From an optimization exercise on the open Yosys and OpenROAD flow, aimed at small area, a short achievable clock period and few clock cycles per item; shortcuts taken in it are not production practice. Function was checked by simulation only, so behaviour that the tests miss may differ from the original.

== main ==
Design upsample_csc, start of the top module:
module upsample_csc (
    input  logic        clk,
    input  logic        resetn,
    input  logic        start,
    output logic        done,
    input  logic [15:0] sram_read_data,
    output logic [15:0] sram_write_data,
    output logic [17:0] sram_address,
    output logic        sram_we_n
);
Size: about 2100 cells after synthesis, ~55 I/O pins.
==> flow/config.mk <==
export PLATFORM = sky130hd
export DESIGN_NAME = upsample_csc
export DESIGN_NICKNAME = upsample_csc
export VERILOG_FILES = /design/flow/design.v
export SDC_FILE = /design/flow/constraint.sdc
export NUM_CORES = 4
export LEC_CHECK = 0
export CAP_MARGIN = 20
export CORE_MARGIN = 2
export CORE_UTILIZATION = 60
export PLACE_DENSITY = 0.75
export SLEW_MARGIN = 20
==> flow/constraint.sdc <==
create_clock -name core_clock -period 11.0 [get_ports {clk}]
set_input_delay 2.2000 -clock core_clock [delete_from_list [all_inputs] [get_ports {clk}]]
set_output_delay 2.2000 -clock core_clock [all_outputs]
set_load 0.01 [all_outputs]
run.sh (not shown) runs the stock make flow with config.mk's settings and CLKGATE_MAP_FILE= SYNTH_SCRIPT=/design/flow/synth_recipe.tcl, a recipe that flattens the netlist after the stock synthesis.
main: PASS, flow complete, no timing, DRC or antenna violations
Testbench counts of main, summed over its fixed seeds: cycles 960,155, pixels 384,000.
Edits applied to the flow inputs when going from main to the feature branch:
Settings: swapping 60 for 40 in CORE_UTILIZATION; swapping 0.75 for 0.6 in PLACE_DENSITY.
Findings:
As far as count of nets after finishing is concerned, main and the feature branch perform about the same.
Relative to main, the routing usage on met1 of the feature branch is lower by 12 points.
Diff main -> the feature branch: count of TritonRoute iterations in the first routing pass moved up, final RePlAce weighted congestion moved down.
First-pass GRT wire length in the feature branch is about 4% higher than in main

Setup of oak:
upsample_csc, a different RTL version from the one above (not shown whole).
Size in the first run: ~370 flip-flops, roughly 55 I/O pins, about 0.021 mm^2 of cells after synthesis.
export LEC_CHECK = 0
export ABC_AREA = 0
export CAP_MARGIN = 20
export CORE_MARGIN = 2
export CORE_UTILIZATION = 55
export CTS_CLUSTER_DIAMETER = 100
export CTS_CLUSTER_SIZE = 28
export PLACE_DENSITY = 0.7
export SLEW_MARGIN = 20
export SYNTH_HIERARCHICAL = 1
export SYNTH_MINIMUM_KEEP_SIZE = 0
create_clock -name core_clock -period 11.0 [get_ports {clk}]
standard.sh (not shown) runs the stock make flow with config.mk's settings and CLKGATE_MAP_FILE= SYNTH_SCRIPT=/design/flow/synth_recipe.tcl, a recipe that flattens the netlist after the stock synthesis.
==> flow/flow/run.sh <==
#!/bin/bash
# Own layout flow: the standard synthesis unchanged, then the standard ORFS steps with
# stronger timing repair (a larger setup margin, all endpoints), faster port buffers and
# clock tree synthesis without dummy balancing loads.
# Each step's full output goes to a log file in the work folder.
set -euo pipefail
bash standard.sh synth > synth.log 2>&1
bash standard.sh SETUP_SLACK_MARGIN=7.5 TNS_END_PERCENT=100 \
     BUFFER_PORTS_ARGS="-buffer_cell sky130_fd_sc_hd__buf_4" \
     CTS_ARGS="-sink_clustering_enable -repair_clock_nets -sink_clustering_size 28 -sink_clustering_max_diameter 100 -dont_use_dummy_load" finish > layout.log 2>&1
oak: full flow OK, the timing, DRC and antenna checks passed
Testbench counts of oak, summed over its fixed seeds: cycles 960,180, pixels 384,000.
For maple, these inputs were changed with respect to oak:
--- a/flow/flow/run.sh
+++ b/flow/flow/run.sh
@@ -7,3 +7,3 @@
 bash standard.sh synth > synth.log 2>&1
-bash standard.sh SETUP_SLACK_MARGIN=7.5 TNS_END_PERCENT=100 \
+bash standard.sh SETUP_SLACK_MARGIN=7.6 TNS_END_PERCENT=100 \
      BUFFER_PORTS_ARGS="-buffer_cell sky130_fd_sc_hd__buf_4" \
==> results.txt <==
- oak finished every stage and its layout cleared the timing, DRC and antenna checks.
- maple was carried through to the last stage, and its layout satisfied the timing, DRC and antenna checks.
- Comparing maple with oak, the number of buffers added by the clock tree synthesis step came out essentially unchanged.
- Between maple and oak, the utilization does not differ in any meaningful way.
- Compared maple against oak; cell area within noise.
- Routed wire length essentially unchanged between oak and maple.
- Setup slack after layout for maple is lower than for oak.

static timing again, ports no longer ideal:
The flow's constraints put no driver on any port. The routed layouts listed below were extracted and timed again, unchanged, in two steps. Step 1 assumes that a clkbuf_16 drives the clock port and a buf_2 every other input. Step 2 moves the port delays by t, midway between the first and last clock arrival at a register: inputs arrive t later, outputs are due t later. That takes back most of the time a late clock gives input paths. Three values: ideal ports, drivers, drivers and shift; two values: the first two.
run | t (ns) | setup slack, ns | clock arrival spread, ns | worst register clock-pin slew, ns
main | 0.620 | 5.159 / 5.159 / 5.159 | 0.058 / 0.058 | 0.07 / 0.07
the feature branch | 0.617 | 5.135 / 5.135 / 5.135 | 0.015 / 0.015 | 0.07 / 0.07
oak | 0.568 | 7.575 / 7.575 / 7.516 | 0.043 / 0.043 | 0.11 / 0.11
maple | 0.569 | 7.552 / 7.552 / 7.514 | 0.045 / 0.046 | 0.11 / 0.11
After both steps setup and hold are still met in every run listed. The setup slack of oak, which loses most, moves by 0.000 ns with the drivers and by -0.059 ns with both steps.
